Source: an optimization exercise on an open RTL-to-GDS flow (aim: a short achievable clock period and few clock cycles). Production flows keep margins and buffers that such runs may drop. Only simulation tests tie the RTL to the original design; equivalence was not proved.

==> try-raven: inputs <==
## ulsoc_core
module ulsoc_core
(
    input  wire         clk,
    input  wire         rst_n,
    output wire [31:0]  imem_addr,
    input  wire [31:0]  imem_rdata,
    output wire [31:0]  dmem_addr,
    input  wire [31:0]  dmem_rdata,
    output wire         dmem_we,
    output wire [3:0]   dmem_wstrb,
    output wire [31:0]  dmem_wdata,
    output wire         wb_valid,
    output wire [4:0]   wb_rd,
    output wire [31:0]  wb_data
);
export LEC_CHECK = 0
export CAP_MARGIN = 30
export CORE_MARGIN = 2
export CORE_UTILIZATION = 50
export SLEW_MARGIN = 30
export SYNTH_HIERARCHICAL = 1
create_clock -name core_clock -period 9.0 [get_ports {clk}]
standard.sh (not shown) runs the stock make flow with config.mk's settings and CLKGATE_MAP_FILE= SYNTH_SCRIPT=/design/flow/synth_recipe.tcl, a recipe that flattens the netlist after the stock synthesis.
==> flow/flow/run.sh <==
#!/bin/bash
# Own layout flow: the standard synthesis unchanged, then the standard ORFS
# steps (floorplan to finish) with four repair settings changed:
#  - timing and design repair may resize a cell to any size of its function,
#    not only to sizes with the same footprint (MATCH_CELL_FOOTPRINT=0);
#  - the port buffers are sky130_fd_sc_hd__buf_4;
#  - antenna repair after detailed routing may take up to 10 rounds, not 5.
# Each make run's full output goes to a log file here; ORFS keeps its per-step
# logs under orfs/logs.
set -euo pipefail
bash standard.sh synth > synth.log 2>&1
bash standard.sh MATCH_CELL_FOOTPRINT=0 \
    "BUFFER_PORTS_ARGS=-buffer_cell sky130_fd_sc_hd__buf_4" \
    SETUP_SLACK_MARGIN=6 MAX_REPAIR_ANTENNAS_ITER_DRT=10 finish > layout.log 2>&1
test -s out/final.def
==> try-pepper: changes against try-raven <==
--- a/flow/design.v
+++ b/flow/design.v
@@ -74,46 +74,37 @@
 );
 assign flip = flip_bits[idx];
 endmodule
 module fn_mux
 (
-    input  wire        ex_v, ex_jalr, ex_dres,
+    input  wire        ex_v, ex_jalr,
     input  wire        eq, lt, ltu,
     input  wire        m_eq1, m_eq0, m_lt1, m_lt0, m_ltu1, m_ltu0,
-    input  wire        dres,
-    input  wire        d_eq, d_lt, d_ltu,
-    input  wire        dm_eq1, dm_eq0, dm_lt1, dm_lt0, dm_ltu1, dm_ltu0,
     input  wire [31:0] ex_t,         
-    input  wire [31:0] d_t,          
     input  wire [31:0] other,        
     output wire [31:0] y
 );
 genvar q;
 generate
     for (q = 0; q < 8; q = q + 1) begin : sl
-        wire mis, dmis;
+        wire mis;
         brc u_brc (.eq(eq), .lt(lt), .ltu(ltu), .m_eq1(m_eq1), .m_eq0(m_eq0), .m_lt1(m_lt1),
                    .m_lt0(m_lt0), .m_ltu1(m_ltu1), .m_ltu0(m_ltu0), .mis(mis));
-        brc u_dbrc (.eq(d_eq), .lt(d_lt), .ltu(d_ltu), .m_eq1(dm_eq1), .m_eq0(dm_eq0), .m_lt1(dm_lt1),
-                    .m_lt0(dm_lt0), .m_ltu1(dm_ltu1), .m_ltu0(dm_ltu0), .mis(dmis));
-        fn_sel u_s (.ex_v(ex_v), .ex_jalr(ex_jalr), .ex_dres(ex_dres), .mis(mis), .dres(dres),
-                    .dmis(dmis), .a(ex_t[4*q +: 4]), .d(d_t[4*q +: 4]), .b(other[4*q +: 4]),
-                    .y(y[4*q +: 4]));
+        fn_sel u_s (.ex_v(ex_v), .ex_jalr(ex_jalr), .mis(mis), .a(ex_t[4*q +: 4]),
+                    .b(other[4*q +: 4]), .y(y[4*q +: 4]));
     end
 endgenerate
 endmodule
 module fn_sel
 (
-    input  wire       ex_v, ex_jalr, ex_dres, mis, dres, dmis,
+    input  wire       ex_v, ex_jalr, mis,
     input  wire [3:0] a,
-    input  wire [3:0] d,
     input  wire [3:0] b,
     output wire [3:0] y
 );
-wire se = ex_v && ((mis && !ex_dres) || ex_jalr);
-wire sd = dres && dmis;
-assign y = se ? a : sd ? d : b;
+wire s = ex_v && (mis || ex_jalr);
+assign y = s ? a : b;
 endmodule
 module c_inv   (input wire a, output wire y);                 assign y = ~a;                    endmodule
 module c_nand2 (input wire a, input wire b, output wire y);   assign y = ~(a & b);              endmodule
 module c_nor2  (input wire a, input wire b, output wire y);   assign y = ~(a | b);              endmodule
 module c_xor2  (input wire a, input wire b, output wire y);   assign y = a ^ b;                 endmodule
@@ -536,11 +527,10 @@
 reg          ex_we;              
 reg  [3:0]   ex_wstrb;
 reg  [4:0]   ex_shn;             
 reg  [31:0]  ex_alt;             
 reg          ex_jalr;            
-reg          ex_dres;            
 reg          m_eq1, m_eq0, m_lt1, m_lt0, m_ltu1, m_ltu0;
 reg          s_add, s_sub, s_sll, s_slt, s_sltu, s_xor, s_srl, s_sra, s_or, s_and, s_pass;
 reg  [3:0]   s_lb;               
 reg  [1:0]   s_lh;               
 reg          s_lw;
@@ -674,38 +664,19 @@
               .w_rd(ex_rd), .w_wr(ex_v && ex_wr), .x_rd(wb_rd_q), .x_wr(wb_v), .ok(rf_ok_nx),
               .sel_rf(f_rf1), .sel_wb(f_wb1), .sel_w2(f_x1), .sel_ee(f_ee1), .fa(f_fa1));
 rs_sel u_rs2 (.rs(fi[24:20]), .n_rd(d_rd), .n_wr(d_v && d_wr), .n_early(d_early),
               .w_rd(ex_rd), .w_wr(ex_v && ex_wr), .x_rd(wb_rd_q), .x_wr(wb_v), .ok(rf_ok_nx),
               .sel_rf(f_rf2), .sel_wb(f_wb2), .sel_w2(f_x2), .sel_ee(f_ee2), .fa(f_fa2));
-wire ex_redir = ex_v && ((ex_mis_c && !ex_dres) || ex_jalr);   
-wire dres = d_v && d_br && !d_far && ex_v && s_lw && (d_fa1 || d_fa2);
-wire [31:0] dr_a = d_fa1 ? dmem_rdata : d_v1;
-wire [31:0] dr_b = d_fa2 ? dmem_rdata : d_v2;
-wire        dc_lt, dc_ltu, dc_eq, dc_mis;
-cmp u_dcmp (.a(dr_a), .b(dr_b), .lt(dc_lt), .ltu(dc_ltu), .eq(dc_eq));
-wire dm_x   = d_pred ^ d_f3[0];
-wire dm_eq1 = (d_f3[2:1] == 2'd0) && !dm_x;
-wire dm_eq0 = (d_f3[2:1] == 2'd0) &&  dm_x;
-wire dm_lt1 = (d_f3[2:1] == 2'd2) && !dm_x;
-wire dm_lt0 = (d_f3[2:1] == 2'd2) &&  dm_x;
-wire dm_ltu1 = (d_f3[2:1] == 2'd3) && !dm_x;
-wire dm_ltu0 = (d_f3[2:1] == 2'd3) &&  dm_x;
-brc  u_dbrc (.eq(dc_eq), .lt(dc_lt), .ltu(dc_ltu), .m_eq1(dm_eq1), .m_eq0(dm_eq0), .m_lt1(dm_lt1),
-             .m_lt0(dm_lt0), .m_ltu1(dm_ltu1), .m_ltu0(dm_ltu0), .mis(dc_mis));
-wire d_bmis = dres && dc_mis;        
-wire [31:0] d_balt = d_pred ? d_pc4 : d_tb;
-wire f_go = !ex_redir && !d_redir && !d_bmis;   
+wire ex_redir = ex_v && (ex_mis_c || ex_jalr);   
+wire f_go = !ex_redir && !d_redir;   
 wire [31:0] d_tgt = d_stall ? d_pc : d_jrf ? {d_jrs[31:1], 1'b0} : d_jal ? d_tj : d_tb;
 wire [31:0] ex_tgt = ex_jalr ? {ex_addr[31:1], 1'b0} : ex_alt;
 wire [31:0] fpc_o, fpc_n;
 fo_mux  u_fo (.s(d_redir), .a(d_tgt), .b(f_fq), .y(fpc_o));
-fn_mux  u_fn (.ex_v(ex_v), .ex_jalr(ex_jalr), .ex_dres(ex_dres), .eq(c_eq), .lt(c_lt), .ltu(c_ltu),
+fn_mux  u_fn (.ex_v(ex_v), .ex_jalr(ex_jalr), .eq(c_eq), .lt(c_lt), .ltu(c_ltu),
               .m_eq1(m_eq1), .m_eq0(m_eq0), .m_lt1(m_lt1), .m_lt0(m_lt0), .m_ltu1(m_ltu1),
-              .m_ltu0(m_ltu0), .dres(dres), .d_eq(dc_eq), .d_lt(dc_lt), .d_ltu(dc_ltu),
-              .dm_eq1(dm_eq1), .dm_eq0(dm_eq0), .dm_lt1(dm_lt1), .dm_lt0(dm_lt0),
-              .dm_ltu1(dm_ltu1), .dm_ltu0(dm_ltu0), .ex_t(ex_tgt), .d_t(d_balt),
-              .other(fpc_o), .y(fpc_n));
+              .m_ltu0(m_ltu0), .ex_t(ex_tgt), .other(fpc_o), .y(fpc_n));
 integer bk;
 always @(posedge clk or negedge rst_n) begin
     if (!rst_n) begin
         fpc   <= 32'd0;
         ex_we <= 1'b0;
@@ -776,11 +747,10 @@
     ex_addr  <= d_sum;
     ex_wstrb <= d_wstrb;
     ex_shn   <= ~ex_b_nx[4:0];
     ex_alt   <= d_pred ? d_pc4 : d_tb;
     ex_jalr  <= d_jalr && !d_jrf;
-    ex_dres  <= d_bmis;
     ex_br    <= d_br;
     ex_pred  <= d_pred;
     ex_sg    <= d_inst[31];
     ex_bidx  <= d_bidx;
     bu_idx   <= ex_bidx;
==> try-indigo: changes against try-raven <==
--- a/flow/design.v
+++ b/flow/design.v
@@ -77,43 +77,48 @@
 module fn_mux
 (
     input  wire        ex_v, ex_jalr, ex_dres,
     input  wire        eq, lt, ltu,
     input  wire        m_eq1, m_eq0, m_lt1, m_lt0, m_ltu1, m_ltu0,
-    input  wire        dres,
-    input  wire        d_eq, d_lt, d_ltu,
-    input  wire        dm_eq1, dm_eq0, dm_lt1, dm_lt0, dm_ltu1, dm_ltu0,
+    input  wire [3:0]  ak,           
+    input  wire        a_z, a_sg,    
     input  wire [31:0] ex_t,         
     input  wire [31:0] d_t,          
     input  wire [31:0] other,        
     output wire [31:0] y
 );
 genvar q;
 generate
     for (q = 0; q < 8; q = q + 1) begin : sl
-        wire mis, dmis;
+        wire mis, amis;
         brc u_brc (.eq(eq), .lt(lt), .ltu(ltu), .m_eq1(m_eq1), .m_eq0(m_eq0), .m_lt1(m_lt1),
                    .m_lt0(m_lt0), .m_ltu1(m_ltu1), .m_ltu0(m_ltu0), .mis(mis));
-        brc u_dbrc (.eq(d_eq), .lt(d_lt), .ltu(d_ltu), .m_eq1(dm_eq1), .m_eq0(dm_eq0), .m_lt1(dm_lt1),
-                    .m_lt0(dm_lt0), .m_ltu1(dm_ltu1), .m_ltu0(dm_ltu0), .mis(dmis));
-        fn_sel u_s (.ex_v(ex_v), .ex_jalr(ex_jalr), .ex_dres(ex_dres), .mis(mis), .dres(dres),
-                    .dmis(dmis), .a(ex_t[4*q +: 4]), .d(d_t[4*q +: 4]), .b(other[4*q +: 4]),
-                    .y(y[4*q +: 4]));
+        amis_m u_amis (.k(ak), .z(a_z), .sg(a_sg), .mis(amis));
+        fn_sel u_s (.ex_v(ex_v), .ex_jalr(ex_jalr), .ex_dres(ex_dres), .mis(mis), .amis(amis),
+                    .a(ex_t[4*q +: 4]), .d(d_t[4*q +: 4]), .b(other[4*q +: 4]), .y(y[4*q +: 4]));
     end
 endgenerate
 endmodule
 module fn_sel
 (
-    input  wire       ex_v, ex_jalr, ex_dres, mis, dres, dmis,
+    input  wire       ex_v, ex_jalr, ex_dres, mis, amis,
     input  wire [3:0] a,
     input  wire [3:0] d,
     input  wire [3:0] b,
     output wire [3:0] y
 );
 wire se = ex_v && ((mis && !ex_dres) || ex_jalr);
-wire sd = dres && dmis;
-assign y = se ? a : sd ? d : b;
+assign y = se ? a : amis ? d : b;
+endmodule
+module amis_m
+(
+    input  wire [3:0] k,
+    input  wire       z,
+    input  wire       sg,
+    output wire       mis
+);
+assign mis = k[{z, sg}];
 endmodule
 module c_inv   (input wire a, output wire y);                 assign y = ~a;                    endmodule
 module c_nand2 (input wire a, input wire b, output wire y);   assign y = ~(a & b);              endmodule
 module c_nor2  (input wire a, input wire b, output wire y);   assign y = ~(a | b);              endmodule
 module c_xor2  (input wire a, input wire b, output wire y);   assign y = a ^ b;                 endmodule
@@ -496,10 +501,73 @@
 aomux #(12) u_r (.sel({1'b1, s}), .d({ld_v, ops}), .y(r));
 aomux #(13) u_a (.sel({!fa, fa, {11{fa}} & s}), .d({d_a, ld_v, ops}), .y(a_nx));
 aomux #(37) u_b (.sel({nfb, fbb, fbh, fbw, {11{fbb}} & s, {11{fbh}} & s, {11{fbw}} & s}),
                  .d({d_b, {4{ld_v[7:0]}}, {2{ld_v[15:0]}}, ld_v, ops_b, ops_h, ops}), .y(b_nx));
 endmodule
+module zsg
+(
+    input  wire [31:0] a,
+    input  wire [31:0] b,
+    input  wire [31:0] r_add,
+    input  wire [31:0] r_sub,
+    input  wire        eq,           
+    input  wire        s_add, s_sub, s_and,
+    output wire        z,
+    output wire        sg
+);
+wire [31:0] t_add, t_and;            
+genvar i;
+generate
+    for (i = 0; i < 32; i = i + 1) begin : b_
+        wire x;
+        c_xor2 ux (.a(a[i]), .b(b[i]), .y(x));
+        if (i == 0) begin : f
+            c_inv ut (.a(x), .y(t_add[i]));
+        end
+        else begin : n
+            wire on;
+            c_nor2 uo (.a(a[i-1]), .b(b[i-1]), .y(on));
+            c_xor2 ut (.a(x), .b(on), .y(t_add[i]));
+        end
+        c_nand2 un (.a(a[i]), .b(b[i]), .y(t_and[i]));
+    end
+endgenerate
+wire z_add, z_and;
+all32 u_za (.t(t_add), .y(z_add));
+all32 u_zn (.t(t_and), .y(z_and));
+zcomb u_c (.z_add(z_add), .z_and(z_and), .eq(eq), .s31_add(r_add[31]), .s31_sub(r_sub[31]),
+           .a31(a[31]), .b31(b[31]), .s_add(s_add), .s_sub(s_sub), .s_and(s_and), .z(z), .sg(sg));
+endmodule
+module all32
+(
+    input  wire [31:0] t,
+    output wire        y
+);
+wire [7:0] l1;
+wire [3:0] l2;
+wire       l3;
+genvar k;
+generate
+    for (k = 0; k < 8; k = k + 1) begin : a1
+        c_nand4 u (.a(t[4*k]), .b(t[4*k+1]), .c(t[4*k+2]), .d(t[4*k+3]), .y(l1[k]));
+    end
+    for (k = 0; k < 4; k = k + 1) begin : a2
+        c_nor2 u (.a(l1[2*k]), .b(l1[2*k+1]), .y(l2[k]));
+    end
+endgenerate
+c_nand4 u3 (.a(l2[0]), .b(l2[1]), .c(l2[2]), .d(l2[3]), .y(l3));
+c_inv u4 (.a(l3), .y(y));
+endmodule
+module zcomb
+(
+    input  wire z_add, z_and, eq, s31_add, s31_sub, a31, b31, s_add, s_sub, s_and,
+    output wire z,
+    output wire sg
+);
+assign z  = (s_add && z_add) || (s_sub && eq) || (s_and && z_and);
+assign sg = (s_add && s31_add) || (s_sub && s31_sub) || (s_and && a31 && b31);
+endmodule
 module ulsoc_core
 (
     input  wire         clk,
     input  wire         rst_n,
     output wire [31:0]  imem_addr,
@@ -675,36 +743,51 @@
               .sel_rf(f_rf1), .sel_wb(f_wb1), .sel_w2(f_x1), .sel_ee(f_ee1), .fa(f_fa1));
 rs_sel u_rs2 (.rs(fi[24:20]), .n_rd(d_rd), .n_wr(d_v && d_wr), .n_early(d_early),
               .w_rd(ex_rd), .w_wr(ex_v && ex_wr), .x_rd(wb_rd_q), .x_wr(wb_v), .ok(rf_ok_nx),
               .sel_rf(f_rf2), .sel_wb(f_wb2), .sel_w2(f_x2), .sel_ee(f_ee2), .fa(f_fa2));
 wire ex_redir = ex_v && ((ex_mis_c && !ex_dres) || ex_jalr);   
-wire dres = d_v && d_br && !d_far && ex_v && s_lw && (d_fa1 || d_fa2);
-wire [31:0] dr_a = d_fa1 ? dmem_rdata : d_v1;
-wire [31:0] dr_b = d_fa2 ? dmem_rdata : d_v2;
-wire        dc_lt, dc_ltu, dc_eq, dc_mis;
-cmp u_dcmp (.a(dr_a), .b(dr_b), .lt(dc_lt), .ltu(dc_ltu), .eq(dc_eq));
-wire dm_x   = d_pred ^ d_f3[0];
-wire dm_eq1 = (d_f3[2:1] == 2'd0) && !dm_x;
-wire dm_eq0 = (d_f3[2:1] == 2'd0) &&  dm_x;
-wire dm_lt1 = (d_f3[2:1] == 2'd2) && !dm_x;
-wire dm_lt0 = (d_f3[2:1] == 2'd2) &&  dm_x;
-wire dm_ltu1 = (d_f3[2:1] == 2'd3) && !dm_x;
-wire dm_ltu0 = (d_f3[2:1] == 2'd3) &&  dm_x;
-brc  u_dbrc (.eq(dc_eq), .lt(dc_lt), .ltu(dc_ltu), .m_eq1(dm_eq1), .m_eq0(dm_eq0), .m_lt1(dm_lt1),
-             .m_lt0(dm_lt0), .m_ltu1(dm_ltu1), .m_ltu0(dm_ltu0), .mis(dc_mis));
-wire d_bmis = dres && dc_mis;        
 wire [31:0] d_balt = d_pred ? d_pc4 : d_tb;
+wire ex_zs = ex_v && (s_add || s_sub || s_and);
+wire ares1 = d_fa1 && (d_inst[24:20] == 5'd0);      
+wire ares2 = d_fa2 && (d_inst[19:15] == 5'd0);      
+wire ares  = d_v && d_br && !d_far && ex_zs && (ares1 || ares2);
+wire r_z, r_sg;
+zsg  u_zsg (.a(ex_a), .b(ex_b), .r_add(r_add), .r_sub(r_sub), .eq(c_eq), .s_add(s_add),
+            .s_sub(s_sub), .s_and(s_and), .z(r_z), .sg(r_sg));
+function automatic amis_k(input [2:0] f3, input side1, input pred, input zz, input ss);
+    reg eq, lt, ltu, tk;
+    begin
+        eq  = zz;
+        lt  = side1 ? ss : (!ss && !zz);
+        ltu = side1 ? 1'b0 : !zz;
+        case (f3)
+            3'd0:    tk = eq;
+            3'd1:    tk = !eq;
+            3'd4:    tk = lt;
+            3'd5:    tk = !lt;
+            3'd6:    tk = ltu;
+            default: tk = !ltu;
+        endcase
+        amis_k = tk ^ pred;
+    end
+endfunction
+wire [3:0] ak;                       
+assign ak[0] = ares && amis_k(d_f3, ares1, d_pred, 1'b0, 1'b0);
+assign ak[1] = ares && amis_k(d_f3, ares1, d_pred, 1'b0, 1'b1);
+assign ak[2] = ares && amis_k(d_f3, ares1, d_pred, 1'b1, 1'b0);
+assign ak[3] = ares && amis_k(d_f3, ares1, d_pred, 1'b1, 1'b1);
+wire        da_mis;
+amis_m u_amis (.k(ak), .z(r_z), .sg(r_sg), .mis(da_mis));
+wire d_bmis = da_mis;                
 wire f_go = !ex_redir && !d_redir && !d_bmis;   
 wire [31:0] d_tgt = d_stall ? d_pc : d_jrf ? {d_jrs[31:1], 1'b0} : d_jal ? d_tj : d_tb;
 wire [31:0] ex_tgt = ex_jalr ? {ex_addr[31:1], 1'b0} : ex_alt;
 wire [31:0] fpc_o, fpc_n;
 fo_mux  u_fo (.s(d_redir), .a(d_tgt), .b(f_fq), .y(fpc_o));
 fn_mux  u_fn (.ex_v(ex_v), .ex_jalr(ex_jalr), .ex_dres(ex_dres), .eq(c_eq), .lt(c_lt), .ltu(c_ltu),
               .m_eq1(m_eq1), .m_eq0(m_eq0), .m_lt1(m_lt1), .m_lt0(m_lt0), .m_ltu1(m_ltu1),
-              .m_ltu0(m_ltu0), .dres(dres), .d_eq(dc_eq), .d_lt(dc_lt), .d_ltu(dc_ltu),
-              .dm_eq1(dm_eq1), .dm_eq0(dm_eq0), .dm_lt1(dm_lt1), .dm_lt0(dm_lt0),
-              .dm_ltu1(dm_ltu1), .dm_ltu0(dm_ltu0), .ex_t(ex_tgt), .d_t(d_balt),
+              .m_ltu0(m_ltu0), .ak(ak), .a_z(r_z), .a_sg(r_sg), .ex_t(ex_tgt), .d_t(d_balt),
               .other(fpc_o), .y(fpc_n));
 integer bk;
 always @(posedge clk or negedge rst_n) begin
     if (!rst_n) begin
         fpc   <= 32'd0;
==> flow_summary.yaml <==
timing:
  tightest_slew_ns: 1.26
clock_tree:
  cts_buffers: 181
power_and_ir_drop:
  power.leakage_nw: 51.0
worst_setup_path:
  r2r-start: "ex_b[1]$_DFF_P_"
  critical_path.max_fanout: 9
  rr_worst_depth: 15
finish:
  regArea_sq_um: 44600
  multi_input_gates: 8993
floorplan:
  fp.dieW_um: 484
outcome:
  status: "timing/DRC/antenna clean"
the above is filed under try-indigo

==> flow_summary.yaml <==
outcome:
  status: "timing/DRC/antenna clean"
worst_setup_path:
  rr_worst_depth: 11
power_and_ir_drop:
  power.leakage_nw: 50.8
clock_tree:
  cts_buffers: 182
floorplan:
  fp.dieW_um: 481
finish:
  regArea_sq_um: 44500
the above is filed under try-pepper

==> flow_summary.yaml <==
finish:
  buffers: 1114
  regArea_sq_um: 44500
  multi_input_gates: 9223
clock_tree:
  h-tree-depth: 4
  cts_buffer_depth: 3
  cts_buffers: 179
outcome:
  status: "timing/DRC/antenna clean"
worst_setup_path:
  rr_worst_depth: 19
  r2r-start: "d_rf2[21]$_DFF_P_"
  critical_path.max_fanout: 16
power_and_ir_drop:
  power.leakage_nw: 51.9
floorplan:
  fp.dieW_um: 489
timing:
  tightest_slew_ns: 1.15
the above is filed under try-raven

Testbench counts of try-raven, summed over its fixed seeds: cycles 72,663.
Testbench counts of try-pepper, summed over its fixed seeds: cycles 73,674.
Testbench counts of try-indigo, summed over its fixed seeds: cycles 72,258.

static timing again, ports no longer ideal:
In the flow no input, the clock included, has a driving cell. The finished layouts below were timed again as built, in two steps.
Step 1 (the two cells are an assumption about what drives the block):
set clk [get_ports {clk}]
set_driving_cell -lib_cell sky130_fd_sc_hd__clkbuf_16 $clk
set_driving_cell -lib_cell sky130_fd_sc_hd__buf_2 [delete_from_list [all_inputs] $clk]
Step 2, shift: input delay + t, output delay - t, t = (earliest + latest rising clock arrival at the registers) / 2. This alone moves slack from input paths to output paths.
a / b / c = ideal / step 1 / step 2; a / b = the first two.
| run | t, ns | setup WS [ns] | pins driven straight from the clock port |
|---|---|---|---|
| try-raven | 0.962 | 4.513 / 4.513 / 3.947 | 1 |
| try-pepper | 0.975 | 5.611 / 5.505 / 4.748 | 1 |
| try-indigo | 0.950 | 5.268 / 5.268 / 4.446 | 1 |
After both steps setup and hold are still met in every run listed. For try-pepper, which loses most, drivers alone change the setup slack by -0.106 ns; drivers and shift together by -0.863 ns.
